Background: an optimization exercise with open tools, aiming at small area and a short achievable clock period. Do not read the settings as production practice.
Only simulation tests tie the RTL to the original design; equivalence was not proved.
In every run shown here, the design's own scripts or RTL, not TritonCTS, make the clock network.
The clock input has no modelled driver; a real chip could not lean on it and would need a root buffer or a full tree.
Power figures rest on the tool's default switching activity, not on a simulated workload.

==> flow/design.v, too long to show whole: its modules and the start of the top module <==
// module mult_unsigned: 1686 lines
// module mult_pg: 4 lines
// module mult_xor2: 3 lines
// module mult_maj3: 3 lines
// module mult_fa: 4 lines
// module mult_ha: 4 lines
module mult_unsigned (
	input clk, rst,
	input [15:0] A,
	input [23:0] B,
	output [39:0] result
);
  // ...
==> flow/flow/run.sh <==
#!/bin/bash
# Layout flow: the standard synthesis unchanged, then the standard ORFS
# steps with plain buffers on the ports and the setup-repair target below.
set -euo pipefail
bash standard.sh synth > synth.log 2>&1
sed -e 's/SETUP_SLACK_MARGIN=[-0-9.]*/SETUP_SLACK_MARGIN=5.5/' standard.sh > layout.sh
export BUFFER_PORTS_ARGS="-buffer_cell sky130_fd_sc_hd__buf_1"
export PRE_CTS_TCL=$(pwd)/flow/manual_cts.tcl MCTS_LEAVES=16 MCTS_ROOTS=4
bash layout.sh finish > layout.log 2>&1
==> flow/flow/manual_cts.tcl <==
# Two-level clock tree built by hand, in place of the flow's clock tree
# synthesis: the clock port drives a few root buffers; each root buffer drives
# the leaf buffers of its region, and each leaf buffer drives one cluster of
# flip-flops (k-means on their positions). Every register gets the same two
# buffer stages; no register's clock is delayed on purpose.
proc mcts_kmeans {pts k} {
  # pts: list of {x y}; returns {assign cx cy counts}
  set n [llength $pts]
  set sorted [lsort -real -index 0 $pts]
  set cx {}; set cy {}
  for {set i 0} {$i < $k} {incr i} {
    set s [lindex $sorted [expr {int(($i + 0.5) * $n / $k)}]]
    lappend cx [lindex $s 0]; lappend cy [lindex $s 1]
  }
  for {set iter 0} {$iter < 40} {incr iter} {
    set sx [lrepeat $k 0.0]; set sy [lrepeat $k 0.0]; set sc [lrepeat $k 0]
    set assign {}
    foreach s $pts {
      set best 0; set bd 1e30
      for {set i 0} {$i < $k} {incr i} {
        set d [expr {abs([lindex $s 0] - [lindex $cx $i]) + abs([lindex $s 1] - [lindex $cy $i])}]
        if {$d < $bd} { set bd $d; set best $i }
      }
      lappend assign $best
      lset sx $best [expr {[lindex $sx $best] + [lindex $s 0]}]
      lset sy $best [expr {[lindex $sy $best] + [lindex $s 1]}]
      lset sc $best [expr {[lindex $sc $best] + 1}]
    }
    for {set i 0} {$i < $k} {incr i} {
      if {[lindex $sc $i] > 0} {
        lset cx $i [expr {[lindex $sx $i] / [lindex $sc $i]}]
        lset cy $i [expr {[lindex $sy $i] / [lindex $sc $i]}]
      }
    }
  }
  return [list $assign $cx $cy $sc]
}

# capacity-limited assignment of points to centres (nearest first), with the
# centres moved to their points' mean, repeated
proc mcts_balance {pts cx cy cap} {
  set n [llength $pts]
  set k [llength $cx]
  for {set iter 0} {$iter < 10} {incr iter} {
    set pairs {}
    for {set l 0} {$l < $n} {incr l} {
      set p [lindex $pts $l]
      for {set r 0} {$r < $k} {incr r} {
        lappend pairs [list [expr {abs([lindex $p 0] - [lindex $cx $r]) + abs([lindex $p 1] - [lindex $cy $r])}] $l $r]
      }
    }
    set assign [lrepeat $n -1]
    set sc [lrepeat $k 0]
    foreach pr [lsort -real -index 0 $pairs] {
      lassign $pr d l r
      if {[lindex $assign $l] >= 0 || [lindex $sc $r] >= $cap} { continue }
      lset assign $l $r
      lset sc $r [expr {[lindex $sc $r] + 1}]
    }
    set sx [lrepeat $k 0.0]; set sy [lrepeat $k 0.0]
    for {set l 0} {$l < $n} {incr l} {
      set r [lindex $assign $l]
      lset sx $r [expr {[lindex $sx $r] + [lindex $pts $l 0]}]
      lset sy $r [expr {[lindex $sy $r] + [lindex $pts $l 1]}]
    }
    for {set r 0} {$r < $k} {incr r} {
      if {[lindex $sc $r] > 0} { lset cx $r [expr {[lindex $sx $r] / [lindex $sc $r]}]; lset cy $r [expr {[lindex $sy $r] / [lindex $sc $r]}] }
    }
  }
  return [list $assign $cx $cy $sc]
}

proc mcts_build {nleaf nroot} {
  set block [ord::get_db_block]
  set db [ord::get_db]
  set clknet [[$block findBTerm clk] getNet]
  set master [$db findMaster sky130_fd_sc_hd__clkbuf_16]
  set lmaster $master
  if {[info exists ::env(MCTS_LEAF_CELL)]} { set lmaster [$db findMaster $::env(MCTS_LEAF_CELL)] }
  set sinks {}; set pts {}
  foreach it [$clknet getITerms] {
    set inst [$it getInst]
    set loc [$inst getLocation]
    set m [$inst getMaster]
    lappend sinks $it
    lappend pts [list [expr {[lindex $loc 0] + [$m getWidth] / 2}] [expr {[lindex $loc 1] + [$m getHeight] / 2}]]
  }
  lassign [mcts_kmeans $pts $nleaf] assign cx cy sc
  lassign [mcts_balance $pts $cx $cy [expr {int(ceil(double([llength $pts]) / $nleaf))}]] assign cx cy sc
  set lpts {}; set lidx {}
  for {set i 0} {$i < $nleaf} {incr i} {
    if {[lindex $sc $i] > 0} { lappend lpts [list [lindex $cx $i] [lindex $cy $i]]; lappend lidx $i }
  }
  lassign [mcts_kmeans $lpts $nroot] rassign rcx rcy rsc
  # balance: every root buffer drives the same number of leaf buffers (+-1)
  set nl [llength $lpts]
  set cap [expr {int(ceil(double($nl) / $nroot))}]
  for {set iter 0} {$iter < 10} {incr iter} {
    set pairs {}
    for {set l 0} {$l < $nl} {incr l} {
      for {set r 0} {$r < $nroot} {incr r} {
        set p [lindex $lpts $l]
        lappend pairs [list [expr {abs([lindex $p 0] - [lindex $rcx $r]) + abs([lindex $p 1] - [lindex $rcy $r])}] $l $r]
      }
    }
    set rassign [lrepeat $nl -1]
    set rsc [lrepeat $nroot 0]
    foreach pr [lsort -real -index 0 $pairs] {
      lassign $pr d l r
      if {[lindex $rassign $l] >= 0 || [lindex $rsc $r] >= $cap} { continue }
      lset rassign $l $r
      lset rsc $r [expr {[lindex $rsc $r] + 1}]
    }
    for {set r 0} {$r < $nroot} {incr r} {
      set sx 0.0; set sy 0.0; set c 0
      for {set l 0} {$l < $nl} {incr l} {
        if {[lindex $rassign $l] == $r} {
          set sx [expr {$sx + [lindex $lpts $l 0]}]; set sy [expr {$sy + [lindex $lpts $l 1]}]; incr c
        }
      }
      if {$c > 0} { lset rcx $r [expr {$sx / $c}]; lset rcy $r [expr {$sy / $c}] }
    }
  }
  set rootnets {}
  for {set r 0} {$r < $nroot} {incr r} {
    if {[lindex $rsc $r] == 0} { lappend rootnets {}; continue }
    set root [odb::dbInst_create $block $master mcts_root_$r]
    $root setLocation [expr {int([lindex $rcx $r])}] [expr {int([lindex $rcy $r])}]
    $root setPlacementStatus PLACED
    [$root findITerm A] connect $clknet
    set rnet [odb::dbNet_create $block mcts_root_net_$r]
    $rnet setSigType CLOCK
    [$root findITerm X] connect $rnet
    lappend rootnets $rnet
  }
  set leafnets [lrepeat $nleaf {}]
  set j 0
  foreach i $lidx {
    set leaf [odb::dbInst_create $block $lmaster mcts_leaf_$i]
    $leaf setLocation [expr {int([lindex $cx $i])}] [expr {int([lindex $cy $i])}]
    $leaf setPlacementStatus PLACED
    [$leaf findITerm A] connect [lindex $rootnets [lindex $rassign $j]]
    set lnet [odb::dbNet_create $block mcts_leaf_net_$i]
    $lnet setSigType CLOCK
    [$leaf findITerm X] connect $lnet
    lset leafnets $i $lnet
    incr j
  }
  set j 0
  foreach it $sinks {
    $it disconnect
    $it connect [lindex $leafnets [lindex $assign $j]]
    incr j
  }
  puts "manual clock tree: [llength $sinks] sinks, [llength $lidx] leaf buffers $sc, $nroot root buffers $rsc"
}

set mcts_leaves 10
set mcts_roots 3
if {[info exists ::env(MCTS_LEAVES)]} { set mcts_leaves $::env(MCTS_LEAVES) }
if {[info exists ::env(MCTS_ROOTS)]} { set mcts_roots $::env(MCTS_ROOTS) }
mcts_build $mcts_leaves $mcts_roots
set_propagated_clock [all_clocks]
# the tree is built: the flow's clock_tree_synthesis call becomes a no-op
rename clock_tree_synthesis mcts_orig_clock_tree_synthesis
proc clock_tree_synthesis {args} { puts "clock_tree_synthesis skipped: manual clock tree" }
==> flow/standard.sh <==
#!/bin/bash
# synth_recipe.tcl (not shown) runs the flow's synth.tcl, then flattens the netlist and writes it again
# the make line also repeats each setting of config.mk as NAME=value (left out here)
make -C /OpenROAD-flow-scripts/flow DESIGN_CONFIG=/design/flow/config.mk WORK_HOME=/design/flow/orfs CLKGATE_MAP_FILE= SYNTH_SCRIPT=/design/flow/synth_recipe.tcl "${@:-finish}"
==> flow/config.mk <==
export PLATFORM = sky130hd
export DESIGN_NAME = mult_unsigned
export DESIGN_NICKNAME = mult_unsigned
export VERILOG_FILES = /design/flow/design.v
export SDC_FILE = /design/flow/constraint.sdc
export NUM_CORES = 4
export LEC_CHECK = 0
export CAP_MARGIN = 20
export CORE_MARGIN = 2
export CORE_UTILIZATION = 40
export SETUP_SLACK_MARGIN = 5
export SLEW_MARGIN = 20
export SYNTH_HIERARCHICAL = 1
export SYNTH_MINIMUM_KEEP_SIZE = 0
export TNS_END_PERCENT = 20
==> flow/constraint.sdc <==
create_clock -name core_clock -period 8.0 [get_ports {clk}]
set_input_delay 1.6000 -clock core_clock [delete_from_list [all_inputs] [get_ports {clk}]]
set_output_delay 1.6000 -clock core_clock [all_outputs]
set_load 0.01 [all_outputs]
==> impl_metrics.py, run 1 <==
metrics = {
    "floorplan": {
        "fp.coreArea_mm2": 0.0409,
        "pin_count": 82,
    },
    "power_and_ir_drop": {
        "pg_seq_w": 0.00248,
        "powerClk_w": 0.000927,
        "p_clk_share_pct": 13.5,
        "power.switching_w": 0.00256,
    },
    "drt": {
        "ant_nets": 0,
        "highest-signal-layer": "met4",
        "wire_per_inst_um": 18.6,
    },
    "final_layout": {
        "final_net_count": 1706,
        "largest_reg_flops": 116,
        "multi_input_gates": 1035,
        "instances_no_fill": 2035,
        "final_common_cell": "dfxtp_1",
    },
    "worst_setup_path": {
        "slowest_stage": "dfxtp_1",
        "worst-path-buf-inv": 0,
        "path_common_cell": "xor2_1",
        "critPathMaxStageDelay_ns": 0.83,
        "arrival_ns": 2.75,
        "end_kind": "flip-flop",
    },
    "placed_design": {
        "place_area_mm2": 0.0173,
        "post-place-cells": 2004,
        "gp_congestion": 0.834,
    },
    "worst_hold_path": {
        "min_to": "r4[9]$_DFF_P_",
        "min_path_type": "flip-flop to flip-flop",
    },
    "status": {
        "status": "timing/DRC/antenna clean",
    },
    "synthesis": {
        "synth.top_cell.area_share_pct": 32.2,
        "yosys.area_share.simple_pct": 5.29,
        "synth_compound_gate_area_share_pct": 11.2,
        "yosys_register_bits": 311,
        "synth_area_per_cell_um2": 11.2,
        "synth_top_family_by_area": "adder cells",
    },
    "grt": {
        "grt_max_degree": 45,
    },
    "sta": {
        "fin_crit_sh_pct": 31.3,
        "rsz0062_at_grt": "yes",
        "finalSetupViolations": 0,
        "finalHoldViolations": 0,
    },
}
==> inputs of run 2 (changes only) <==
--- a/flow/config.mk
+++ b/flow/config.mk
@@ -12,4 +12,4 @@
 export SLEW_MARGIN = 20
 export SYNTH_HIERARCHICAL = 1
 export SYNTH_MINIMUM_KEEP_SIZE = 0
-export TNS_END_PERCENT = 20
+export TNS_END_PERCENT = 0
==> run 2 against run 1 <==
Against the previous run:
- synthesized cell count unchanged
- die area unchanged
- sequential share of layout area about the same
- combinational power about the same
- critical path type unchanged
- worst setup slack improved by 0.032 ns
- cell count increased by 0.29%
- flip-flop and latch count unchanged
==> impl_metrics.py, run 2 <==
metrics = {
    "status": {
        "status": "timing/DRC/antenna clean",
    },
    "grt": {
        "grt_pass1_wl_um": 61200,
        "grt-ovfl-total": 0,
        "antenna_found_initial": 0,
        "track_usage_pct": 17.3,
        "grt_max_degree": 45,
        "grt_pass1_vias": 11100,
    },
    "worst_setup_path": {
        "path_class": "flip-flop to flip-flop",
        "worst-r2r-cell-count": 9,
        "required_ns": 8.20,
        "arrival_ns": 2.68,
        "end_kind": "flip-flop",
        "cp-start-kind": "flip-flop",
        "worstPathMaxFanout": 4,
    },
    "synthesis": {
        "synth.top_cell.area_share_pct": 32.2,
        "synth.most_common_cell": "dfxtp_1",
        "ys_types": 54,
        "async_flop_share_pct": 14.1,
        "syn_area_mm2": 0.0166,
        "synth_commonest_cells": "dfxtp_1, xnor2_1, a22oi_1",
        "yosys_register_bits": 311,
        "synthTopCellsByArea": "dfxtp_1, xnor2_1, fa_1",
        "synth_area_per_cell_um2": 11.2,
        "synth_edf_count": 0,
        "yosysWarningCount": 7,
        "synth-seq-area-share_pct": 38.8,
        "synth_cells": 1482,
        "yosysTopAreaCell": "dfxtp_1",
        "synth-main-ff-cell": "dfxtp_1",
    },
    "worst_hold_path": {
        "hold-path-cell-count": 0,
        "min_path_type": "flip-flop to flip-flop",
    },
    "clock_tree": {
        "clock_latency_ns": 0.34,
        "clk_pin_slew_worst_paths_ns": 0.09,
        "ctsHoldBuffers": 0,
    },
    "sta": {
        "fin_crit_sh_pct": 30.9,
        "final.setup_skew_ns": 0.0428,
        "finalSetupViolations": 0,
        "finalHoldViolations": 0,
        "rsz0062_at_grt": "yes",
        "maxSlewHeadroom_pct": 44.1,
        "setup_tns_ns": 0,
        "fmax_mhz": 404,
        "slew_viol_final": 0,
        "min_period_ns": 2.47,
        "worst_pin_slew_ns": 0.838,
        "holdWs_ns": 0.330,
    },
    "power_and_ir_drop": {
        "power_leakage_nw": 7.11,
        "p_per_area_mw_per_mm2": 377,
        "power_w": 0.00685,
        "peakVddDrop_mv": 0.413,
    },
    "drt": {
        "ant_nets": 0,
        "wl_um": 38000,
        "wire_per_inst_um": 18.6,
        "first_iter_violations": 916,
        "dr.pass1.iters": 6,
        "vias": 10600,
        "drc": 0,
        "routed_via_density": 5.21,
    },
    "final_layout": {
        "seq_area_mm2": 0.00654,
        "largestRegisters": "r2: 116 flops, r4: 40 flops, r5: 40 flops",
        "final_net_count": 1712,
        "fill_cells": 3844,
        "final_common_cell": "dfxtp_1",
        "largest_reg_flops": 116,
        "diodes": 0,
        "registers.top_by_ff_count": "r2",
        "drive_above_1_share_pct": 12.4,
        "layout-area-overhead-vs-synth_pct": 9.43,
        "final_area_mm2": 0.0182,
        "multiInputGateArea_mm2": 0.00969,
        "final_cell_mix": "dfxtp_1, xnor2_1, a22oi_1",
    },
    "placed_design": {
        "place_area_mm2": 0.0173,
        "gp_congestion": 0.815,
        "port_buffers": 81,
        "dpl.hpwl_um": 25400,
    },
    "floorplan": {
        "pin_count": 82,
        "die_area_mm2": 0.0432,
        "fp.coreArea_mm2": 0.0409,
        "rows": 74,
        "dieHeight_um": 208,
        "die_x_um": 208,
        "start_util_pct": 40.6,
    },
    "flow_run": {
        "maxCapViolCount": 0,
    },
}
==> run 2: cell counts after synthesis <==
Identical to the previous run, type by type.
==> run 2: power by group <==
part	switching, W	internal, W	leakage (nW)
clock	0.000480	0.000448	0.246
combinational	0.00181	0.00165	4.04
sequential	0.000274	0.00219	2.82
total	0.00257	0.00429	7.11
==> run 2: cell families after synthesis <==
kind of cell	synth area share, %
flops	38.8
simple gates	5.29
fa+ha+maj	21.3
mux	0.128
other cells	0.0452
xor+xnor	20.0
buf+inv	3.18
compound gates	11.2
==> run 2: through the flow <==
step           instances  utilization (%)  worst slack [ns]
6_report            2041             44.4              5.53
5_1_grt             2041             44.4              5.40
4_1_cts             2032             43.9              5.46
3_5_place_dp        2009             42.4              5.13
3_3_place_gp        2009             42.4              5.15
2_1_floorplan       1484                -              5.39
==> run 2: final timing paths <==
path                                 startpoint               end  slack [ns]
max in group asynchronous                   rst   r5[3]$_DFF_PP0_        6.19
worst max-delay path             r2[12]$_DFF_P_  r3lo[14]$_DFF_P_        5.53
worst min-delay path            r3lo[3]$_DFF_P_     r4[3]$_DFF_P_        0.33
worst min register to register  r3lo[3]$_DFF_P_     r4[3]$_DFF_P_        0.33
worst max register to register   r2[12]$_DFF_P_  r3lo[14]$_DFF_P_        5.53
min in group asynchronous                   rst  r5[25]$_DFF_PP0_        1.30
==> run 2: repair_timing <==
item,4_1_cts,5_1_grt
endpoints found under the setup margin,52,37
pin swaps,3,15
setup buffers,3,8
gates resized for setup,40,45
==> run 2: per-layer routing <==
metal / up-vias / routed length (um) / share of wire, % / track usage (%)
met4: 0 / 608 / 1.6 / 3.11
met5: - / 0 / 0 / 0
met3: 43 / 2850 / 7.5 / 3.80
li1: 5031 / - / - / -
met1: 5188 / 17000 / 45 / 24.2
met2: 368 / 17500 / 46 / 27.9
==> run 2: area by class of cell <==
cell class	instances	share of cell area [%]
plain buffers	20	2.75
repair buffers	117	3.74
flip-flops and latches	311	36.0
well taps	532	3.66
inverters	26	0.558
multi-input cells	1035	53.3
==> run 2: per-module statistics from Yosys, one instance, submodules excluded <==
module | area (um2) | cells inside | flops+latches
mult_xor2 | 8.76 | 1 | 0
mult_pg | 12.5 | 1 | 0
mult_ha | 12.5 | 1 | 0
mult_fa | 20.0 | 1 | 0
mult_maj3 | 11.3 | 1 | 0
mult_unsigned | 11900 | 1108 | 311
==> run 2: critical path, cell delays in order, from the launching register on <==
cell	delay [ns]
dfxtp_2	0.34
xor2_1	0.16
xor2_1	0.18
ha_1	0.35
a21o_1	0.19
a21oi_1	0.17
a21o_1	0.24
a21bo_2	0.17
or4b_1	0.44
o311ai_1	0.11
==> inputs of run 3 (changes only) <==
--- a/flow/config.mk
+++ b/flow/config.mk
@@ -8,8 +8,8 @@
 export CAP_MARGIN = 20
 export CORE_MARGIN = 2
 export CORE_UTILIZATION = 40
+export PLACE_DENSITY = 0.8
 export SETUP_SLACK_MARGIN = 5
 export SLEW_MARGIN = 20
 export SYNTH_HIERARCHICAL = 1
 export SYNTH_MINIMUM_KEEP_SIZE = 0
-export TNS_END_PERCENT = 0
==> run 3 against run 2 <==
Against the previous run:
- via count increased by 3.4%
- sequential share of layout area is essentially flat
- register-to-register slack got worse by 0.09 ns
- synthesized cell count unchanged
- combinational power is 4% higher
- routed wire length grew 2.3%
- clock power fell by 0.9%
- critical path depth did not move
- first-iteration DRC count rose by 33%
- total power increased by 2.4%
- global-route usage is 0.074 points lower
==> impl_metrics.py, run 3 <==
metrics = {
    "status": {
        "status": "timing/DRC/antenna clean",
    },
    "synthesis": {
        "yosysWarningCount": 7,
        "synth_area_per_cell_um2": 11.2,
        "ys_types": 54,
        "syn_area_mm2": 0.0166,
        "synthTopCellsByArea": "dfxtp_1, xnor2_1, fa_1",
        "yosys_register_bits": 311,
        "synth.most_common_cell": "dfxtp_1",
        "async_flop_share_pct": 14.1,
        "synth-seq-area-share_pct": 38.8,
        "yosysTopAreaCell": "dfxtp_1",
        "synth.top_cell.area_share_pct": 32.2,
        "synth_cells": 1482,
        "synth-main-ff-cell": "dfxtp_1",
        "synth_edf_count": 0,
        "synth_commonest_cells": "dfxtp_1, xnor2_1, a22oi_1",
    },
    "worst_setup_path": {
        "worstPathMaxFanout": 3,
        "end_kind": "flip-flop",
        "required_ns": 8.22,
        "r2r_slack_ns": 5.44,
        "path_class": "flip-flop to flip-flop",
        "cp-start-kind": "flip-flop",
        "arrival_ns": 2.78,
    },
    "sta": {
        "rsz0062_at_grt": "yes",
        "setup_ws_ns": 5.44,
        "finalSetupViolations": 0,
        "holdWs_ns": 0.330,
        "fmax_mhz": 390,
        "final.setup_skew_ns": 0.0334,
        "slew_viol_final": 0,
        "worst_pin_slew_ns": 0.753,
        "setup_tns_ns": 0,
        "fin_crit_sh_pct": 32.0,
        "min_period_ns": 2.56,
        "maxSlewHeadroom_pct": 49.7,
        "finalHoldViolations": 0,
    },
    "floorplan": {
        "fp.coreArea_mm2": 0.0409,
        "rows": 74,
        "die_area_mm2": 0.0432,
        "pin_count": 82,
        "die_x_um": 208,
        "start_util_pct": 40.6,
        "dieHeight_um": 208,
    },
    "grt": {
        "grt_pass1_vias": 11500,
        "grt_max_degree": 52,
        "track_usage_pct": 17.3,
        "grt-ovfl-total": 0,
        "grt_pass1_wl_um": 61300,
        "antenna_found_initial": 0,
    },
    "final_layout": {
        "largest_reg_flops": 116,
        "layout-area-overhead-vs-synth_pct": 10.1,
        "final_net_count": 1715,
        "largestRegisters": "r2: 116 flops, r4: 40 flops, r5: 40 flops",
        "diodes": 0,
        "registers.top_by_ff_count": "r2",
        "final_cell_mix": "dfxtp_1, xnor2_1, a22oi_1",
        "drive_above_1_share_pct": 13.3,
        "final_common_cell": "dfxtp_1",
    },
    "clock_tree": {
        "clk_pin_slew_worst_paths_ns": 0.07,
        "clock_latency_ns": 0.33,
        "ctsHoldBuffers": 0,
    },
    "drt": {
        "wl_um": 38900,
        "routed_via_density": 5.38,
        "wire_per_inst_um": 19.0,
        "vias": 11000,
        "wl_met3_um": 3250,
        "first_iter_violations": 1215,
        "ant_nets": 0,
        "drc": 0,
        "highest-signal-layer": "met4",
        "dr_wl_met2_um": 18100,
        "drt-met1-wl_um": 16300,
        "dr.pass1.iters": 5,
    },
    "worst_hold_path": {
        "min_path_type": "flip-flop to flip-flop",
    },
    "placed_design": {
        "port_buffers": 81,
        "post-place-ws_ns": 5.10,
        "dpl.hpwl_um": 25500,
        "gp_congestion": 0.904,
    },
    "power_and_ir_drop": {
        "power_leakage_nw": 7.15,
        "peakVddDrop_mv": 0.264,
        "p_per_area_mw_per_mm2": 384,
    },
    "flow_run": {
        "maxCapViolCount": 0,
    },
}
run 3: cell types whose count changed in the layout (fill, tap and decap cells not counted), moves of 2 or more:
cell,delta
a22oi_1,-2
a22oi_2,+2
buf_12,+4
buf_4,+6
buf_6,-7
buf_8,-2
clkbuf_8,+2
dfxtp_1,-5
dfxtp_2,-6
dfxtp_4,+11
xor2_1,+3
xor2_2,-3
run 3: routing by layer:
layer | track usage [%] | vias to the layer above
li1 | - | 5039
met3 | 2.71 | 99
met4 | 6.19 | 0
met1 | 23.1 | 5356
met2 | 28.4 | 496
met5 | 0 | -
run 3: metrics by stage:
stage / total power [W] / cell area (um2) / instances / util [%]
final: 0.00702 / 18300 / 2044 / 44.7
after global placement: 0.00568 / 17300 / 1999 / 42.2
after floorplan: 0.00507 / 16600 / 1484 / -
after global routing: 0.00759 / 18300 / 2044 / 44.7
after CTS: 0.00688 / 17900 / 2025 / 43.7
after detailed placement: 0.00581 / 17300 / 1999 / 42.2
run 3: path summary, 6_finish.rpt:
path,depth (start not counted),endpoint,startpoint
hold reg to reg,0,r4[6]$_DFF_P_,r3lo[6]$_DFF_P_
max in group asynchronous,3,r5[34]$_DFF_PP0_,rst
min in group asynchronous,2,v[3]$_DFF_PP0_,rst
setup / recovery,9,r3lo[14]$_DFF_P_,r2[23]$_DFF_P_
hold / removal,0,r4[6]$_DFF_P_,r3lo[6]$_DFF_P_
setup reg to reg,9,r3lo[14]$_DFF_P_,r2[23]$_DFF_P_
run 3: critical path: stages, from the launching register on:
cell and delay (ns):
dfxtp_2 0.34, xor2_1 0.18, xor2_1 0.29, ha_1 0.35
a21oi_2 0.25, o21ai_2 0.10, a31oi_4 0.22, a21bo_2 0.18
or4b_4 0.46, o311ai_2 0.09
run 3: cell type report:
cell class,count,area (um2)
flip-flops and latches,311,6570
inverters,26,101
repair buffers,120,727
multi-input cells,1035,9730
well taps,532,666
fillers,3711,22600
plain buffers,20,500
run 3: cells by family after synthesis:
group                      Yosys count  share of synthesized area, %
AOI/OAI and AO/OA                  255                          11.2
adders and majority gates          234                          21.3
DFF                                311                          38.8
other                                2                        0.0452
buffers and inverters              138                          3.18
muxes                                2                         0.128
and+or+nand+nor                    160                          5.29
xor gates and xnor gates           380                          20.0
run 3: timing repair:
action                     in CTS  in global routing
setup buffers                   6                 17
setup endpoints to repair      68                 37
resized for setup              49                 66
pin swaps                      10                 16
run 3: Yosys stat by module, one instance, submodules excluded:
module         times used  area (um2)  flip-flops and latches  cells
mult_unsigned           1       11900                     311   1108
mult_fa                93        20.0                       0      1
mult_ha                14        12.5                       0      1
mult_pg                42        12.5                       0      1
mult_maj3              75        11.3                       0      1
mult_xor2             150        8.76                       0      1
run 3: report_power, final:
group	switching [W]	total (W)	internal (W)
clock network	0.000474	0.000921	0.000448
registers	0.000306	0.00250	0.00219
logic	0.00188	0.00360	0.00172
total	0.00266	0.00702	0.00436
==> inputs of run 4 (changes only) <==
==> flow/config.mk (replaced) <==
export PLATFORM = sky130hd
export DESIGN_NAME = mult_unsigned
export DESIGN_NICKNAME = mult_unsigned
export VERILOG_FILES = /design/flow/design.v
export SDC_FILE = /design/flow/constraint.sdc
export NUM_CORES = 4
export LEC_CHECK = 0
export CAP_MARGIN = 0
export CORE_MARGIN = 2
export CORE_UTILIZATION = 40
export SETUP_SLACK_MARGIN = 5
export SLEW_MARGIN = 0
export SYNTH_HIERARCHICAL = 1
export SYNTH_MINIMUM_KEEP_SIZE = 0
==> run 4 against run 3 <==
Against the previous run:
- still clean on timing, DRC and antenna
- total power fell by 1.6%
- sequential share of layout area about the same
- register-to-register slack improved by 0.11 ns
- worst setup slack better by 0.11 ns
- global-route usage is 0.083 points lower
- maximum frequency is 4.5% higher
- highest routed layer unchanged
==> impl_metrics.py, run 4 <==
metrics = {
    "drt": {
        "ant_nets": 0,
        "wl_um": 37900,
        "drc": 0,
        "first_iter_violations": 938,
        "dr.pass1.iters": 6,
        "vias": 10600,
        "routed_via_density": 5.20,
        "wire_per_inst_um": 18.6,
    },
    "final_layout": {
        "final_net_count": 1710,
        "drive_above_1_share_pct": 13.1,
        "final_cell_mix": "dfxtp_1, xnor2_1, a22oi_1",
        "final_common_cell": "dfxtp_1",
        "seq_area_mm2": 0.00656,
        "fill_cells": 3877,
        "layout-area-overhead-vs-synth_pct": 10.0,
        "instances_no_fill": 2039,
        "final_area_mm2": 0.0183,
        "multiInputGateArea_mm2": 0.00974,
        "registers.top_by_ff_count": "r2",
        "largestRegisters": "r2: 116 flops, r4: 40 flops, r5: 40 flops",
        "largest_reg_flops": 116,
        "diodes": 0,
    },
    "placed_design": {
        "dpl.hpwl_um": 25800,
        "place_area_mm2": 0.0173,
        "gp_congestion": 0.834,
        "port_buffers": 81,
        "post-place-cells": 2004,
    },
    "synthesis": {
        "synth-seq-area-share_pct": 38.8,
        "synth-main-ff-cell": "dfxtp_1",
        "yosys_register_bits": 311,
        "synth_area_per_cell_um2": 11.2,
        "synth.most_common_cell": "dfxtp_1",
        "synthTopCellsByArea": "dfxtp_1, xnor2_1, fa_1",
        "synth_top_family_by_area": "adder cells",
        "yosys.area_share.adder_pct": 21.3,
        "async_flop_share_pct": 14.1,
        "yosysTopAreaCell": "dfxtp_1",
        "synth_cells": 1482,
        "synth_commonest_cells": "dfxtp_1, xnor2_1, a22oi_1",
        "syn_area_mm2": 0.0166,
        "synth.top_cell.area_share_pct": 32.2,
        "synth_edf_count": 0,
        "ys_types": 54,
        "synthXorXnorAreaFrac_pct": 20.0,
        "yosys.area_share.simple_pct": 5.29,
        "muxShareOfSynthArea_pct": 0.128,
        "synth_compound_gate_area_share_pct": 11.2,
        "yosysWarningCount": 7,
    },
    "grt": {
        "track_usage_pct": 17.2,
        "grt_max_degree": 45,
        "grt_pass1_vias": 11100,
        "antenna_found_initial": 0,
        "grt-ovfl-total": 0,
        "grt_pass1_wl_um": 60500,
    },
    "floorplan": {
        "dieHeight_um": 208,
        "start_util_pct": 40.6,
        "rows": 74,
        "fp.coreArea_mm2": 0.0409,
        "die_x_um": 208,
        "die_area_mm2": 0.0432,
        "pin_count": 82,
    },
    "worst_setup_path": {
        "required_ns": 8.24,
        "worst-r2r-cell-count": 12,
        "cp-start-kind": "flip-flop",
        "path_class": "flip-flop to flip-flop",
        "end_kind": "flip-flop",
        "worstPathMaxFanout": 3,
        "arrival_ns": 2.69,
    },
    "sta": {
        "maxSlewHeadroom_pct": 29.4,
        "finalHoldViolations": 0,
        "setup_tns_ns": 0,
        "final.setup_skew_ns": 0.0419,
        "rsz0062_at_grt": "yes",
        "finalSetupViolations": 0,
        "fin_crit_sh_pct": 30.6,
        "fmax_mhz": 408,
        "worst_pin_slew_ns": 1.06,
        "min_period_ns": 2.45,
        "slew_viol_final": 0,
    },
    "clock_tree": {
        "ctsHoldBuffers": 0,
        "clk_pin_slew_worst_paths_ns": 0.08,
        "clock_latency_ns": 0.34,
    },
    "power_and_ir_drop": {
        "power_w": 0.00691,
        "peakVddDrop_mv": 0.300,
        "p_per_area_mw_per_mm2": 378,
        "power_leakage_nw": 7.13,
    },
    "worst_hold_path": {
        "min_path_type": "flip-flop to flip-flop",
        "hold-path-cell-count": 0,
    },
    "flow_run": {
        "maxCapViolCount": 0,
    },
    "status": {
        "status": "timing/DRC/antenna clean",
    },
}
run 4: cell counts after synthesis:
Identical to the previous run, type by type.
run 4: worst paths after layout:
kind / startpoint / to / slack, ns
setup / recovery: r2[30]$_DFF_P_ / r3lo[17]$_DFF_P_ / 5.55
hold / removal: r3lo[9]$_DFF_P_ / r4[9]$_DFF_P_ / 0.33
setup reg to reg: r2[30]$_DFF_P_ / r3lo[17]$_DFF_P_ / 5.55
hold reg to reg: r3lo[9]$_DFF_P_ / r4[9]$_DFF_P_ / 0.33
max in group asynchronous: rst / r5[4]$_DFF_PP0_ / 5.91
min in group asynchronous: rst / r5[28]$_DFF_PP0_ / 1.49
run 4: Yosys stat by module, one instance, submodules excluded:
| module | cells | flip-flops and latches |
|---|---|---|
| mult_maj3 | 1 | 0 |
| mult_ha | 1 | 0 |
| mult_xor2 | 1 | 0 |
| mult_unsigned | 1108 | 311 |
| mult_fa | 1 | 0 |
| mult_pg | 1 | 0 |
run 4: metrics by stage:
step / hold WS, ns / setup WS (ns) / util [%]
detailed placement: 0.312 / 5.06 / 42.3
global placement: 0.312 / 5.11 / 42.3
floorplan: 0.310 / 5.50 / -
CTS: 0.331 / 5.43 / 43.7
global route: 0.334 / 5.46 / 44.7
finish: 0.330 / 5.55 / 44.7
run 4: final cells by class:
class | count | share of cell area (%)
buffer | 20 | 2.74
multi-input combinational | 1035 | 53.3
timing repair buffer | 115 | 3.86
sequential | 311 | 35.9
tap | 532 | 3.64
inverter | 26 | 0.554
run 4: cells by family after synthesis:
logic type	Yosys count
muxes	2
buffers and inverters	138
AOI/OAI and AO/OA	255
and+or+nand+nor	160
DFF	311
adders and majority gates	234
other	2
xor gates and xnor gates	380
run 4: routing by layer:
metal / vias to the layer above / global-route usage, % / routed length [um]
met3: 43 / 3.13 / 2770
met1: 5169 / 24.0 / 17000
met5: - / 0 / 0
li1: 5036 / - / -
met4: 0 / 3.96 / 811
met2: 362 / 27.7 / 17300
run 4: power breakdown:
group          switching (W)  total, W  internal [W]
Combinational        0.00182   0.00350       0.00168
Clock               0.000477  0.000926      0.000448
Sequential          0.000287   0.00248       0.00219
run 4: repair_timing:
action | CTS | global route
gates resized for setup | 39 | 78
pin swaps | 6 | 28
setup endpoints to repair | 51 | 31
buffers inserted | 3 | 12
hold endpoints to repair | 0 | 0
run 4: critical path, cell delays in order (launching register included):
cell and delay (ns):
dfxtp_2 0.35, xor2_1 0.17, xor2_1 0.23, ha_1 0.30
buf_4 0.15, buf_4 0.15, nand3_2 0.08, a21o_1 0.21
a211o_1 0.23, nand2_2 0.07, ha_1 0.18, nor2_1 0.11
xnor2_1 0.12
==> inputs of run 5 (changes only) <==
--- a/flow/config.mk
+++ b/flow/config.mk
@@ -5,10 +5,10 @@
 export SDC_FILE = /design/flow/constraint.sdc
 export NUM_CORES = 4
 export LEC_CHECK = 0
-export CAP_MARGIN = 0
+export CAP_MARGIN = 20
 export CORE_MARGIN = 2
 export CORE_UTILIZATION = 40
 export SETUP_SLACK_MARGIN = 5
-export SLEW_MARGIN = 0
+export SLEW_MARGIN = 20
 export SYNTH_HIERARCHICAL = 1
 export SYNTH_MINIMUM_KEEP_SIZE = 0
==> run 5 against run 4 <==
Against the previous run:
- hold slack stayed put
- maximum frequency hardly changed
- via count is 0.12% higher
- synthesized area stayed put
- total power hardly changed
- worst setup slack better by 0.0017 ns
- die area stayed put
- register-to-register slack hardly changed
- sequential share of layout area hardly changed
==> impl_metrics.py, run 5 <==
metrics = {
    "clock_tree": {
        "clk_pin_slew_worst_paths_ns": 0.08,
        "clock_latency_ns": 0.34,
    },
    "synthesis": {
        "synth.top_cell.area_share_pct": 32.2,
        "yosys_register_bits": 311,
        "ys_types": 54,
        "synth-main-ff-cell": "dfxtp_1",
        "synth_cells": 1482,
        "synth.most_common_cell": "dfxtp_1",
        "synth_area_per_cell_um2": 11.2,
        "yosysWarningCount": 7,
        "synthTopCellsByArea": "dfxtp_1, xnor2_1, fa_1",
        "yosysTopAreaCell": "dfxtp_1",
        "syn_area_mm2": 0.0166,
        "synth_commonest_cells": "dfxtp_1, xnor2_1, a22oi_1",
        "synth_edf_count": 0,
        "synth-seq-area-share_pct": 38.8,
        "async_flop_share_pct": 14.1,
    },
    "status": {
        "status": "timing/DRC/antenna clean",
    },
    "final_layout": {
        "registers.top_by_ff_count": "r2",
        "largestRegisters": "r2: 116 flops, r4: 40 flops, r5: 40 flops",
        "fill_cells": 3875,
        "utilization_pct": 44.7,
        "final_common_cell": "dfxtp_1",
        "final_cell_mix": "dfxtp_1, xnor2_1, a22oi_1",
        "drive_above_1_share_pct": 13.1,
        "seq_area_mm2": 0.00656,
        "final_net_count": 1711,
        "largest_reg_flops": 116,
        "layout-area-overhead-vs-synth_pct": 10.2,
        "diodes": 0,
        "multiInputGateArea_mm2": 0.00974,
    },
    "placed_design": {
        "gp_congestion": 0.834,
        "port_buffers": 81,
        "dpl.hpwl_um": 25800,
    },
    "flow_run": {
        "maxCapViolCount": 0,
    },
    "power_and_ir_drop": {
        "power_frac_seq_pct": 35.9,
        "switching_share_pct": 37.4,
        "intPower_w": 0.00432,
        "power_frac_comb_pct": 50.7,
        "power.switching_w": 0.00258,
        "p_clk_share_pct": 13.4,
        "power_leakage_nw": 7.14,
        "peakVddDrop_mv": 0.299,
        "p_per_area_mw_per_mm2": 377,
    },
    "sta": {
        "worst_pin_slew_ns": 0.795,
        "final.setup_skew_ns": 0.0426,
        "fin_crit_sh_pct": 30.6,
        "finalSetupViolations": 0,
        "fmax_mhz": 408,
        "rsz0062_at_grt": "yes",
        "setup_tns_ns": 0,
        "finalHoldViolations": 0,
        "min_period_ns": 2.45,
        "maxSlewHeadroom_pct": 46.9,
        "slew_viol_final": 0,
    },
    "floorplan": {
        "start_util_pct": 40.6,
        "die_x_um": 208,
        "fp.coreArea_mm2": 0.0409,
        "rows": 74,
        "die_area_mm2": 0.0432,
        "dieHeight_um": 208,
        "pin_count": 82,
    },
    "worst_setup_path": {
        "end_kind": "flip-flop",
        "r2r_slack_ns": 5.55,
        "path_class": "flip-flop to flip-flop",
        "r2r_end": "r3lo[17]$_DFF_P_",
        "worst-r2r-cell-count": 11,
        "cp-start-kind": "flip-flop",
        "r2r_start": "r2[24]$_DFF_P_",
        "arrival_ns": 2.65,
        "worstPathMaxFanout": 4,
        "required_ns": 8.20,
    },
    "worst_hold_path": {
        "min_path_type": "flip-flop to flip-flop",
        "hold_start": "r3lo[9]$_DFF_P_",
        "hold-path-cell-count": 0,
        "min_to": "r4[9]$_DFF_P_",
    },
    "grt": {
        "track_usage_pct": 17.2,
        "grt_pass1_vias": 11100,
        "antenna_found_initial": 0,
        "grt-ovfl-total": 0,
        "grt_pass1_wl_um": 60500,
        "grt_max_degree": 45,
    },
    "drt": {
        "drc": 0,
        "first_iter_violations": 913,
        "wire_per_inst_um": 18.6,
        "routed_via_density": 5.21,
        "vias": 10600,
        "wl_um": 37900,
        "dr.pass1.iters": 6,
        "ant_nets": 0,
    },
}
==> run 5: cell counts after synthesis <==
Identical to the previous run, type by type.
==> run 5: power groups by stage <==
stage	clock network, W	logic, W	registers [W]
after floorplan	0	0.00263	0.00244
after global placement	0	0.00324	0.00251
after detailed placement	0	0.00329	0.00252
after CTS	0.000967	0.00337	0.00249
after global routing	0.00102	0.00395	0.00255
final	0.000926	0.00350	0.00248
==> run 5: worst max-delay path by stage <==
| stage | from | endpoint | cells after the start |
|---|---|---|---|
| 5_1_grt | r_one[2]$_DFF_P_ | r2[70]$_DFF_P_ | 8 |
| 3_5_place_dp | r_two[3]$_DFF_P_ | r2[70]$_DFF_P_ | 7 |
| 3_3_place_gp | r_two[3]$_DFF_P_ | r2[70]$_DFF_P_ | 7 |
| 6_report | r2[24]$_DFF_P_ | r3lo[17]$_DFF_P_ | 11 |
| 2_1_floorplan | r_neg[2]$_DFF_P_ | r2[89]$_DFF_P_ | 6 |
| 4_1_cts | r_one[2]$_DFF_P_ | r2[70]$_DFF_P_ | 8 |
==> run 5: area by class of cell <==
class / count / area share [%]
multi-input cells: 1035 / 53.3
flip-flops and latches: 311 / 35.9
repair buffers: 116 / 3.97
well taps: 532 / 3.64
plain buffers: 20 / 2.74
inverters: 26 / 0.554
==> run 5: worst max-delay path: stages (launching register included) <==
cell and delay [ns]:
dfxtp_2 0.34, xor2_2 0.17, xor2_1 0.17, ha_1 0.35, and3_4 0.23, nand3_2 0.09
a21o_1 0.25, a211o_1 0.34, nand2_2 0.08, ha_1 0.14, nor2_1 0.05, xnor2_1 0.11
==> run 5: layer usage <==
| metal | global-route usage (%) | part of all wire, % |
|---|---|---|
| met1 | 24.0 | 45 |
| met2 | 27.7 | 46 |
| met3 | 3.13 | 7.1 |
| met4 | 3.96 | 2.2 |
| met5 | 0 | 0 |
==> run 5: logic make-up after synthesis <==
family	Yosys count	share of synthesized area, %
AO/OA/AOI/OAI	255	11.2
XOR/XNOR	380	20.0
adder cells (fa/ha/maj)	234	21.3
buffers and inverters	138	3.18
flip-flops	311	38.8
multiplexers	2	0.128
other	2	0.0452
AND/OR/NAND/NOR	160	5.29
==> run 5: modules after synthesis (local to each module, per instance) <==
module / cells inside / flip-flops and latches / cell area [um2] / copies in the design
mult_fa: 1 / 0 / 20.0 / 93
mult_ha: 1 / 0 / 12.5 / 14
mult_maj3: 1 / 0 / 11.3 / 75
mult_pg: 1 / 0 / 12.5 / 42
mult_unsigned: 1108 / 311 / 11900 / 1
mult_xor2: 1 / 0 / 8.76 / 150
==> run 5: timing repair <==
item	CTS	global route
gates resized for setup	39	78
setup endpoints to repair	51	31
hold buffers	0	0
pin swaps	6	28
buffers inserted	3	12
==> run 5: per-stage QoR <==
stage / total power, W / hold WS (ns) / instances / instance area (um2) / setup WS, ns
floorplan: 0.00507 / 0.310 / 1484 / 16600 / 5.50
global placement: 0.00575 / 0.312 / 2004 / 17300 / 5.11
detailed placement: 0.00581 / 0.312 / 2004 / 17300 / 5.06
CTS: 0.00682 / 0.331 / 2027 / 17900 / 5.43
global route: 0.00752 / 0.334 / 2040 / 18300 / 5.46
finish: 0.00691 / 0.330 / 2040 / 18300 / 5.55
==> inputs of run 6 (changes only) <==
==> flow/flow/run.sh (replaced) <==
#!/bin/bash
# Layout flow: the standard synthesis unchanged, then the standard ORFS
# steps with plain buffers on the ports and the setup-repair target below.
set -euo pipefail
bash standard.sh synth > synth.log 2>&1
sed -e 's/SETUP_SLACK_MARGIN=[-0-9.]*/SETUP_SLACK_MARGIN=5.3/' standard.sh > layout.sh
export BUFFER_PORTS_ARGS="-buffer_cell sky130_fd_sc_hd__buf_1"
export PRE_CTS_TCL=$(pwd)/flow/manual_cts.tcl MCTS_LEAVES=16 MCTS_ROOTS=4
bash layout.sh finish > layout.log 2>&1
==> run 6 against run 5 <==
Against the previous run:
- design area shrank 2.0%
- via count is essentially flat
- cell count shrank 0.54%
- flip-flop and latch count is the same
- worst setup slack lost 0.15 ns
- routed wire length grew 0.44%
- sequential power is essentially flat
- hold slack lost 0.0092 ns
- largest cell class unchanged
==> impl_metrics.py, run 6 <==
metrics = {
    "status": {
        "status": "timing/DRC/antenna clean",
    },
    "power_and_ir_drop": {
        "power_leakage_nw": 7.02,
        "power_frac_comb_pct": 49.5,
        "switching_share_pct": 37.5,
        "p_per_area_mw_per_mm2": 374,
        "p_clk_share_pct": 13.6,
        "intPower_w": 0.00419,
        "power.switching_w": 0.00251,
        "power_frac_seq_pct": 36.9,
        "peakVddDrop_mv": 0.202,
    },
    "sta": {
        "slew_viol_final": 0,
        "finalHoldViolations": 0,
        "finalSetupViolations": 0,
        "maxSlewHeadroom_pct": 41.8,
        "holdWs_ns": 0.321,
        "fin_crit_sh_pct": 32.4,
        "fmax_mhz": 385,
        "rsz0062_at_grt": "yes",
        "worst_pin_slew_ns": 0.871,
        "setup_tns_ns": 0,
        "min_period_ns": 2.60,
        "final.setup_skew_ns": 0.0230,
    },
    "synthesis": {
        "syn_area_mm2": 0.0166,
        "synth.top_cell.area_share_pct": 32.2,
        "synth_commonest_cells": "dfxtp_1, xnor2_1, a22oi_1",
        "synthTopCellsByArea": "dfxtp_1, xnor2_1, fa_1",
        "ys_types": 54,
        "yosysWarningCount": 7,
        "synth.most_common_cell": "dfxtp_1",
        "synth_area_per_cell_um2": 11.2,
        "yosysTopAreaCell": "dfxtp_1",
        "async_flop_share_pct": 14.1,
        "yosys_register_bits": 311,
        "synth_edf_count": 0,
        "synth_cells": 1482,
        "synth-seq-area-share_pct": 38.8,
        "synth-main-ff-cell": "dfxtp_1",
    },
    "floorplan": {
        "die_area_mm2": 0.0432,
        "dieHeight_um": 208,
        "rows": 74,
        "fp.coreArea_mm2": 0.0409,
        "die_x_um": 208,
        "start_util_pct": 40.6,
        "pin_count": 82,
    },
    "final_layout": {
        "largestRegisters": "r2: 116 flops, r4: 40 flops, r5: 40 flops",
        "final_cell_mix": "dfxtp_1, xnor2_1, a22oi_1",
        "drive_above_1_share_pct": 10.8,
        "registers.top_by_ff_count": "r2",
        "final_common_cell": "dfxtp_1",
        "largest_reg_flops": 116,
        "layout-area-overhead-vs-synth_pct": 7.92,
        "final_net_count": 1699,
    },
    "drt": {
        "vias": 10600,
        "routed_via_density": 5.23,
        "ant_nets": 0,
        "first_iter_violations": 871,
        "wl_um": 38100,
        "wire_per_inst_um": 18.8,
        "drc": 0,
        "dr.pass1.iters": 7,
    },
    "grt": {
        "grt_max_degree": 45,
        "grt_pass1_wl_um": 61200,
        "grt-ovfl-total": 0,
        "antenna_found_initial": 0,
        "track_usage_pct": 17.4,
        "grt_pass1_vias": 11100,
    },
    "flow_run": {
        "maxCapViolCount": 0,
    },
    "worst_setup_path": {
        "end_kind": "flip-flop",
        "worstPathMaxFanout": 19,
        "required_ns": 8.24,
        "arrival_ns": 2.83,
        "cp-start-kind": "flip-flop",
        "path_class": "flip-flop to flip-flop",
    },
    "placed_design": {
        "gp_congestion": 0.838,
        "port_buffers": 81,
        "dpl.hpwl_um": 25700,
    },
    "worst_hold_path": {
        "min_path_type": "flip-flop to flip-flop",
    },
    "clock_tree": {
        "ctsHoldBuffers": 0,
        "clock_latency_ns": 0.32,
        "clk_pin_slew_worst_paths_ns": 0.09,
    },
}
run 6: cell counts after synthesis:
No cell type changed its count.
run 6: kinds of logic (layout without fill, tap and decap cells):
group,Yosys count,count (layout),synth area share (%)
xor+xnor,380,380,20.0
flops,311,311,38.8
compound gates,255,255,11.2
fa+ha+maj,234,234,21.3
simple gates,160,160,5.29
buf+inv,138,150,3.18
other cells,2,5,0.0452
mux,2,2,0.128
run 6: per-stage QoR:
stage	power [W]	setup slack [ns]	area [um2]	cells	utilization (%)
floorplan	0.00507	5.34	16600	1484	-
global placement	0.00576	5.15	17300	2007	42.3
detailed placement	0.00582	5.15	17300	2007	42.3
CTS	0.00676	5.28	17900	2027	43.6
global route	0.00733	5.25	17900	2028	43.8
finish	0.00671	5.40	17900	2029	43.8
run 6: repair_timing:
item,in CTS,in global routing
setup endpoints to repair,27,36
gates resized for setup,20,21
setup buffers,0,1
run 6: critical path, cell delays in order (launching register included):
cell     delay (ns)
dfxtp_2        0.53
buf_6          0.33
xnor2_1        0.20
fa_1           0.49
xor2_1         0.19
xor2_1         0.39
xor2_1         0.21
xor2_1         0.15
run 6: per-layer routing:
layer / track usage, % / share of wire [%] / up-vias
li1: - / - / 5006
met1: 24.7 / 44 / 5173
met2: 28.1 / 45 / 393
met3: 3.12 / 8.5 / 47
met4: 2.93 / 1.9 / 0
met5: 0 / 0 / -
run 6: layout make-up:
class                      instances  area [um2]
antenna                            1        2.50
tap                              532         666
buffer                            20         500
inverter                          26        98.8
fill                            3888       23000
multi-input combinational       1035        9660
timing repair buffer             104         510
sequential                       311        6490
run 6: path summary, 6_finish.rpt:
| path | from | to | slack, ns | cells past startpoint |
|---|---|---|---|---|
| worst max-delay path | r_neg[4]$_DFF_P_ | r2[70]$_DFF_P_ | 5.40 | 7 |
| worst min-delay path | r3lo[0]$_DFF_P_ | r4[0]$_DFF_P_ | 0.32 | 0 |
| worst max register to register | r_neg[4]$_DFF_P_ | r2[70]$_DFF_P_ | 5.40 | 7 |
| worst min register to register | r3lo[0]$_DFF_P_ | r4[0]$_DFF_P_ | 0.32 | 0 |
| max in group asynchronous | rst | r5[1]$_DFF_PP0_ | 6.06 | 2 |
| min in group asynchronous | rst | r5[21]$_DFF_PP0_ | 1.42 | 2 |
run 6: Yosys stat by module, one instance, submodules excluded:
module         area, um2  times used  cells inside  flops+latches
mult_fa             20.0          93             1              0
mult_unsigned      11900           1          1108            311
mult_maj3           11.3          75             1              0
mult_xor2           8.76         150             1              0
mult_ha             12.5          14             1              0
mult_pg             12.5          42             1              0
run 6: power by group through the flow:
| stage | Sequential [W] | Clock, W | Combinational, W |
|---|---|---|---|
| after global placement | 0.00250 | 0 | 0.00326 |
| after CTS | 0.00248 | 0.000946 | 0.00333 |
| after global routing | 0.00254 | 0.00101 | 0.00378 |
| after detailed placement | 0.00252 | 0 | 0.00330 |
| final | 0.00248 | 0.000909 | 0.00332 |
| after floorplan | 0.00244 | 0 | 0.00263 |
==> inputs of run 7 (changes only) <==
==> flow/flow/run.sh (replaced) <==
#!/bin/bash
# Layout flow: the standard synthesis unchanged, then the standard ORFS
# steps with plain buffers on the ports and the setup-repair target below.
set -euo pipefail
bash standard.sh synth > synth.log 2>&1
sed -e 's/SETUP_SLACK_MARGIN=[-0-9.]*/SETUP_SLACK_MARGIN=5.6/' standard.sh > layout.sh
export BUFFER_PORTS_ARGS="-buffer_cell sky130_fd_sc_hd__buf_1"
export PRE_CTS_TCL=$(pwd)/flow/manual_cts.tcl MCTS_LEAVES=16 MCTS_ROOTS=4
bash layout.sh finish > layout.log 2>&1
==> run 7 against run 6 <==
Against the previous run:
- critical endpoint is now r2[73]$_DFF_P_
- sequential power hardly changed
- still clean on timing, DRC and antenna
- flip-flop and latch count stayed put
- utilization is 2.1 points higher
==> impl_metrics.py, run 7 <==
metrics = {
    "status": {
        "status": "timing/DRC/antenna clean",
    },
    "flow_run": {
        "maxCapViolCount": 0,
    },
    "synthesis": {
        "synth_top_family_by_area": "adder cells",
        "async_flop_share_pct": 14.1,
        "synthTopCellsByArea": "dfxtp_1, xnor2_1, fa_1",
        "yosys.area_share.adder_pct": 21.3,
        "synth.top_cell.area_share_pct": 32.2,
        "muxShareOfSynthArea_pct": 0.128,
        "syn_area_mm2": 0.0166,
        "synth_commonest_cells": "dfxtp_1, xnor2_1, a22oi_1",
        "synth_cells": 1482,
        "synth_area_per_cell_um2": 11.2,
        "yosysTopAreaCell": "dfxtp_1",
        "synthXorXnorAreaFrac_pct": 20.0,
        "yosysWarningCount": 7,
        "synth.most_common_cell": "dfxtp_1",
        "synth_edf_count": 0,
        "yosys.area_share.simple_pct": 5.29,
        "synth_compound_gate_area_share_pct": 11.2,
        "ys_types": 54,
        "synth-seq-area-share_pct": 38.8,
        "synth-main-ff-cell": "dfxtp_1",
        "yosys_register_bits": 311,
    },
    "floorplan": {
        "fp.coreArea_mm2": 0.0409,
        "dieHeight_um": 208,
        "pin_count": 82,
        "rows": 74,
        "die_x_um": 208,
        "die_area_mm2": 0.0432,
        "start_util_pct": 40.6,
    },
    "final_layout": {
        "final_cell_mix": "dfxtp_1, xnor2_1, a22oi_1",
        "largest_reg_flops": 116,
        "registers.top_by_ff_count": "r2",
        "final_net_count": 1737,
        "instances_no_fill": 2066,
        "diodes": 0,
        "final_area_mm2": 0.0188,
        "largestRegisters": "r2: 116 flops, r4: 40 flops, r5: 40 flops",
        "drive_above_1_share_pct": 18.6,
        "final_common_cell": "dfxtp_1",
        "layout-area-overhead-vs-synth_pct": 13.1,
    },
    "sta": {
        "fmax_mhz": 403,
        "final.setup_skew_ns": 0.0336,
        "holdWs_ns": 0.306,
        "fin_crit_sh_pct": 31.0,
        "maxSlewHeadroom_pct": 62.2,
        "finalSetupViolations": 0,
        "finalHoldViolations": 0,
        "rsz0062_at_grt": "yes",
        "slew_viol_final": 0,
        "worst_pin_slew_ns": 0.566,
        "min_period_ns": 2.48,
        "setup_ws_ns": 5.52,
        "setup_tns_ns": 0,
    },
    "placed_design": {
        "gp_congestion": 0.810,
        "post-place-ws_ns": 4.98,
        "post-place-cells": 2004,
        "dpl.hpwl_um": 25400,
        "place_area_mm2": 0.0173,
        "port_buffers": 81,
    },
    "worst_setup_path": {
        "cp-endpoint": "r2[73]$_DFF_P_",
        "arrival_ns": 2.72,
        "r2r_end": "r2[73]$_DFF_P_",
        "worst-r2r-cell-count": 8,
        "r2r_slack_ns": 5.52,
        "path_common_cell": "xor2_1",
        "slowest_stage": "fa_1",
        "cp-start-kind": "flip-flop",
        "crit_chain": "buf_12 > a22oi_2 > xnor2_2 > fa_1 > xor2_1 > xor2_1 > xor2_1 > xor2_1",
        "required_ns": 8.24,
        "end_kind": "flip-flop",
        "r2r_start": "r_two[4]$_DFF_P_",
        "worst-path-buf-inv": 1,
        "crit_cells": 8,
        "startpoint": "r_two[4]$_DFF_P_",
        "critical-path-top-delay-family": "XOR/XNOR gates",
        "path_class": "flip-flop to flip-flop",
        "worstPathMaxFanout": 24,
        "critPathMaxStageDelay_ns": 0.59,
    },
    "power_and_ir_drop": {
        "power_frac_seq_pct": 34.7,
        "power.switching_w": 0.00268,
        "p_clk_share_pct": 12.9,
        "power_frac_comb_pct": 52.3,
        "p_per_area_mw_per_mm2": 381,
        "power_leakage_nw": 7.44,
        "intPower_w": 0.00448,
        "switching_share_pct": 37.4,
        "peakVddDrop_mv": 0.327,
    },
    "drt": {
        "drc": 0,
        "ant_nets": 0,
        "first_iter_violations": 800,
        "vias": 10900,
        "dr.pass1.iters": 5,
        "wire_per_inst_um": 18.9,
        "wl_um": 39000,
        "routed_via_density": 5.29,
    },
    "grt": {
        "track_usage_pct": 17.4,
        "grt-ovfl-total": 0,
        "antenna_found_initial": 0,
        "grt_pass1_vias": 11100,
        "grt_pass1_wl_um": 61300,
        "grt_max_degree": 52,
    },
    "clock_tree": {
        "clk_pin_slew_worst_paths_ns": 0.08,
        "ctsHoldBuffers": 0,
        "clock_latency_ns": 0.33,
    },
    "worst_hold_path": {
        "min_path_type": "flip-flop to flip-flop",
    },
}
-- run 7: changes by cell type in the layout (fill, tap and decap cells not counted), sizes merged --
cell,before,now
clkbuf,20,57
buf,104,105
clkinv,1,0
clkinvlp,0,1
diode,1,0
-- run 7: logic make-up after synthesis --
group	after synthesis
muxes	2
and+or+nand+nor	160
AOI/OAI and AO/OA	255
xor gates and xnor gates	380
DFF	311
adders and majority gates	234
buffers and inverters	138
other	2
-- run 7: per-module statistics from Yosys (local to each module, per instance) --
module         cells inside  area, um2  flip-flops and latches  times used
mult_ha                   1       12.5                       0          14
mult_xor2                 1       8.76                       0         150
mult_pg                   1       12.5                       0          42
mult_fa                   1       20.0                       0          93
mult_unsigned          1108      11900                     311           1
mult_maj3                 1       11.3                       0          75
-- run 7: per-layer routing --
metal | GRT usage (%) | routed length, um
met5 | 0 | 0
met4 | 3.67 | 808
met3 | 2.39 | 3040
met2 | 28.7 | 18000
met1 | 24.3 | 17200
-- run 7: how the worst min path moves through the flow --
stage                          from       endpoint  slack (ns)  cells after the start
finish              r3lo[4]$_DFF_P_  r4[4]$_DFF_P_        0.31                      0
global route        r3lo[4]$_DFF_P_  r4[4]$_DFF_P_        0.33                      0
CTS                 r3lo[4]$_DFF_P_  r4[4]$_DFF_P_        0.31                      0
global placement    r3lo[2]$_DFF_P_  r4[2]$_DFF_P_        0.31                      0
detailed placement  r3lo[3]$_DFF_P_  r4[3]$_DFF_P_        0.31                      0
floorplan           r3lo[0]$_DFF_P_  r4[0]$_DFF_P_        0.31                      0
-- run 7: layout make-up --
type / count / area, um2
inverter: 26 / 101
sequential: 311 / 6570
fill: 3770 / 22100
multi-input combinational: 1035 / 9860
timing repair buffer: 142 / 1080
buffer: 20 / 500
tap: 532 / 666
-- run 7: per-stage QoR --
stage / utilization, % / total power, W
global placement: 42.3 / 0.00575
finish: 45.9 / 0.00716
detailed placement: 42.3 / 0.00581
floorplan: - / 0.00507
global route: 45.9 / 0.00779
CTS: 44.3 / 0.00693
-- run 7: timing repair --
action,4_1_cts,5_1_grt
setup buffers,11,29
pin swaps,17,78
cloned,0,2
endpoints found under the setup margin,117,80
resized for setup,84,111
-- run 7: power groups by stage --
stage	sequential [W]	combinational (W)	clock (W)
final	0.00248	0.00375	0.000926
after global routing	0.00255	0.00422	0.00102
after CTS	0.00249	0.00347	0.000970
after detailed placement	0.00253	0.00328	0
after global placement	0.00252	0.00323	0
after floorplan	0.00244	0.00263	0

separate check: timing with driven ports:
In the flow no input, the clock included, has a driving cell. The finished layouts below were timed again as built, in two steps. Step 1, drivers: a clkbuf_16 drives clk and a buf_2 each remaining input, both assumed. Step 2 moves the port delays by t, midway between the first and last clock arrival at a register: inputs arrive t later, outputs are due t later. That takes back most of the time a late clock gives input paths. a / b / c = ideal / step 1 / step 2; a / b = the first two.
run | shift t [ns] | setup slack, ns | worst data-port slew with drivers (ns)
run 1 | 0.434 | 5.494 / 5.435 / 5.494 | 0.06
run 2 | 0.427 | 5.526 / 5.456 / 5.526 | 0.06
run 3 | 0.432 | 5.437 / 5.437 / 5.437 | 0.04
run 4 | 0.432 | 5.548 / 5.439 / 5.548 | 0.06
run 5 | 0.433 | 5.550 / 5.437 / 5.550 | 0.06
run 6 | 0.427 | 5.405 / 5.405 / 5.405 | 0.05
run 7 | 0.430 | 5.517 / 5.441 / 5.517 | 0.04
After both steps setup and hold are still met in every run listed.
